This design comes from an exercise in tuning for small area, a short achievable clock period and few clock cycles on the open sky130 flow, not from production work. No activity file was given, so power comes from the tool's default toggle rates.

## red
// y86_pipe
module y86_pipe(input wire clk,
	input wire rst,
	output wire [63:0] imem_addr,
	input wire [79:0] imem_data,
	output wire [63:0] dmem_addr,
	output wire [63:0] dmem_wdata,
	output wire dmem_wen,
	input wire [63:0] dmem_rdata,
	output wire [1:0] stat);
For scale: roughly 6000 cells after synthesis, roughly 340 I/O pins, about 65000 um^2 of cells after synthesis.
==> flow/config.mk <==
export PLATFORM = sky130hd
export DESIGN_NAME = y86_pipe
export DESIGN_NICKNAME = y86_pipe
export VERILOG_FILES = /design/flow/design.v
export SDC_FILE = /design/flow/constraint.sdc
export NUM_CORES = 4
export LEC_CHECK = 0
export ABC_CLOCK_PERIOD_IN_PS = 4000
export CAP_MARGIN = 20
export CORE_MARGIN = 2
export CORE_UTILIZATION = 40
export PLACE_DENSITY = 0.6
export SETUP_SLACK_MARGIN = 5
export SLEW_MARGIN = 20
==> flow/constraint.sdc <==
create_clock -name core_clock -period 9.0 [get_ports {clk}]
set_input_delay 1.8000 -clock core_clock [delete_from_list [all_inputs] [get_ports {clk}]]
set_output_delay 1.8000 -clock core_clock [all_outputs]
set_load 0.01 [all_outputs]
run.sh (not shown) runs the stock make flow with config.mk's settings and CLKGATE_MAP_FILE= SYNTH_SCRIPT=/design/flow/synth_recipe.tcl, a recipe that flattens the netlist after the stock synthesis.
Changes in blue relative to red:
diff --git a/flow/design.v b/flow/design.v
--- a/flow/design.v
+++ b/flow/design.v
@@ -17,16 +17,15 @@
 	reg [1:0] e_fstat;      
 	reg [1:0] e_alu;        
 	reg [1:0] e_ofm;        
 	reg e_setcc;
 	reg e_cmov;
 	reg [3:0] e_ifun;
 	reg e_rd, e_wr;         
-	reg [9:0] e_maddr;      
-	reg e_merr;             
+	reg e_aB;               
 	reg e_ret;
 	reg [3:0] e_wdst;       
 	reg e_wM;
 	reg e_rspE;             
 	reg [63:0] e_opA, e_opB, e_data;
 	wire [63:0] opAx = (e_alu == 2'd1) ? ~e_opA : e_opA;
 	wire [63:0] sum = e_opB + opAx + {63'd0, e_alu == 2'd1};
@@ -40,18 +39,24 @@
 		(e_ifun == 4'h3 & zf) |
 		(e_ifun == 4'h4 & ~zf) |
 		(e_ifun == 4'h5 & ~(sf ^ of)) |
 		(e_ifun == 4'h6 & (~(sf ^ of) & ~zf));
 	wire [2:0] nw_cc = {valE == 64'd0, valE[63],
 		(e_ofm == 2'd1 && e_opA[63] == e_opB[63] && sum[63] != e_opB[63]) ||
 		(e_ofm == 2'd2 && e_opA[63] != e_opB[63] && sum[63] != e_opB[63])};
-	wire merr = e_merr;
+	wire [10:0] sum10 = {1'b0, e_opB[9:0]} + {1'b0, opAx[9:0]} + {10'd0, e_alu == 2'd1};
+	wire [53:0] hx = e_opB[63:10] ^ opAx[63:10];
+	wire [53:0] ho = e_opB[63:10] | opAx[63:10];
+	wire hi_zero = (&(hx[53:1] ~^ ho[52:0])) & (hx[0] == sum10[10]);
+	wire [9:0] maddr = e_aB ? e_opB[9:0] : sum10[9:0];
+	wire hi_bad = e_aB ? (e_opB[63:10] != 54'd0) : ~hi_zero;
+	wire merr = (e_rd | e_wr) & (hi_bad | (maddr[9:3] == 7'h7f && maddr[2:0] != 3'd0));
 	wire [1:0] e_code = (e_fstat != 2'd0) ? e_fstat : merr ? 2'd2 : 2'd0;
 	wire stopping = e_v & (e_code != 2'd0);
-	assign dmem_addr = {54'd0, e_maddr};
+	assign dmem_addr = {54'd0, maddr};
 	assign dmem_wdata = e_data;
 	assign dmem_wen = e_v & e_wr & ~merr;
 	assign stat = stop_stat | (e_v ? e_code : 2'd0);
 	wire [63:0] w = e_wM ? dmem_rdata : valE;
 	wire wen = e_v & (~e_cmov | e_cnd);
 	wire [3:0] wdst = wen ? e_wdst : 4'hf;
 	wire rspE = e_v & e_rspE;
@@ -154,42 +159,33 @@
 	end
 	always @(posedge clk) begin
 		if (rst)
 			stop_stat <= 2'd0;
 		else
 			stop_stat <= stat;
 	end
-	wire [63:0] d_opB = (i_op | i_rmmov | i_mrmov) ? rdB : stk ? rsp : 64'd0;
-	wire [63:0] d_disp = (i_rmmov | i_mrmov) ? valC : (i_push | i_call) ? -64'd8 : 64'd0;
-	wire [10:0] sum10 = {1'b0, d_opB[9:0]} + {1'b0, d_disp[9:0]};
-	wire [53:0] hx = d_opB[63:10] ^ d_disp[63:10];
-	wire [53:0] ho = d_opB[63:10] | d_disp[63:10];
-	wire hi_zero = (&(hx[53:1] ~^ ho[52:0])) & (hx[0] == sum10[10]);
-	wire [9:0] d_maddr = sum10[9:0];
-	wire d_merr = ~hi_zero | (d_maddr[9:3] == 7'h7f && d_maddr[2:0] != 3'd0);
 	always @(posedge clk) begin
 		e_v <= ~rst & ~stopping & (stop_stat == 2'd0) & d_real;
 		e_fstat <= d_fstat;
 		e_alu <= (ok & i_op & ifun == 4'd1) ? 2'd1 :
 			(ok & i_op & ifun == 4'd2) ? 2'd2 :
 			(ok & i_op & ifun == 4'd3) ? 2'd3 : 2'd0;
 		e_ofm <= (ok & i_op & ifun == 4'd0) ? 2'd1 : (ok & i_op & ifun == 4'd1) ? 2'd2 : 2'd0;
 		e_setcc <= ok & i_op;
 		e_cmov <= i_cmov;
 		e_ifun <= ifun;
 		e_rd <= ok & (i_mrmov | i_pop | i_ret);
 		e_wr <= ok & (i_rmmov | i_push | i_call);
-		e_maddr <= d_maddr;
-		e_merr <= ok & (i_rmmov | i_mrmov | stk) & d_merr;
+		e_aB <= i_pop | i_ret;
 		e_ret <= ok & i_ret;
 		e_wdst <= ~ok ? 4'hf : (i_cmov | i_irmov | i_op) ? rB : (i_mrmov | i_pop) ? rA : 4'hf;
 		e_wM <= i_mrmov | i_pop;
 		e_rspE <= ok & stk;
 		e_opA <= (i_cmov | i_op) ? rdA :
 			(i_irmov | i_rmmov | i_mrmov) ? valC :
 			(i_push | i_call) ? -64'd8 :
 			(i_pop | i_ret) ? 64'd8 : 64'd0;
-		e_opB <= d_opB;
+		e_opB <= (i_op | i_rmmov | i_mrmov) ? rdB : stk ? rsp : 64'd0;
 		e_data <= i_call ? {53'd0, valP} : rdA;
 	end
 	assign imem_addr = {54'd0, pc};
 endmodule
Notes after the runs:
Relative to red, blue degrades remaining max-slew budget at the tightest pin.
blue ends up with lower critical path depth in cells than red does.
blue: final critical path time including I/O delays and setup is 0.23 ns higher than what red reported.
Taking red as the reference, in blue total net switching power moved down; clock tree buffer count of the final layout moved down; number of vias per cell after detailed routing moved down; global-route wire length before repair moved down; total cell area at the placement stage moved down.
Summary — delay of the slowest cell on the worst path, blue relative to red: higher, by 0.02 ns.
No run of this note included a check of the RTL's function; only the layout flow was run.

-- what the ideal ports hide --
In the flow no input, the clock included, has a driving cell. The finished layouts below were timed again as built, in two steps. Step 1 assumes that a clkbuf_16 drives the clock port and a buf_2 every other input. Step 2 adds t to the input delays and takes it off the output delays; t is the mean of the earliest and latest rising clock arrival at the registers after step 1. Input paths then give back, and output paths get back, about the clock's delay inside the block. Slacks: ideal / step 1 / step 2; pairs: ideal / step 1.
run | shift t [ns] | setup slack, ns | slew at the worst register clock pin (ns)
red | 0.872 | 2.886 / 2.886 / 2.647 | 0.07 / 0.07
blue | 0.883 | 2.651 / 2.562 / 2.814 | 0.08 / 0.08
After both steps every run listed still meets setup and hold. The setup slack of red, which loses most, moves by 0.000 ns with the drivers and by -0.239 ns with both steps.
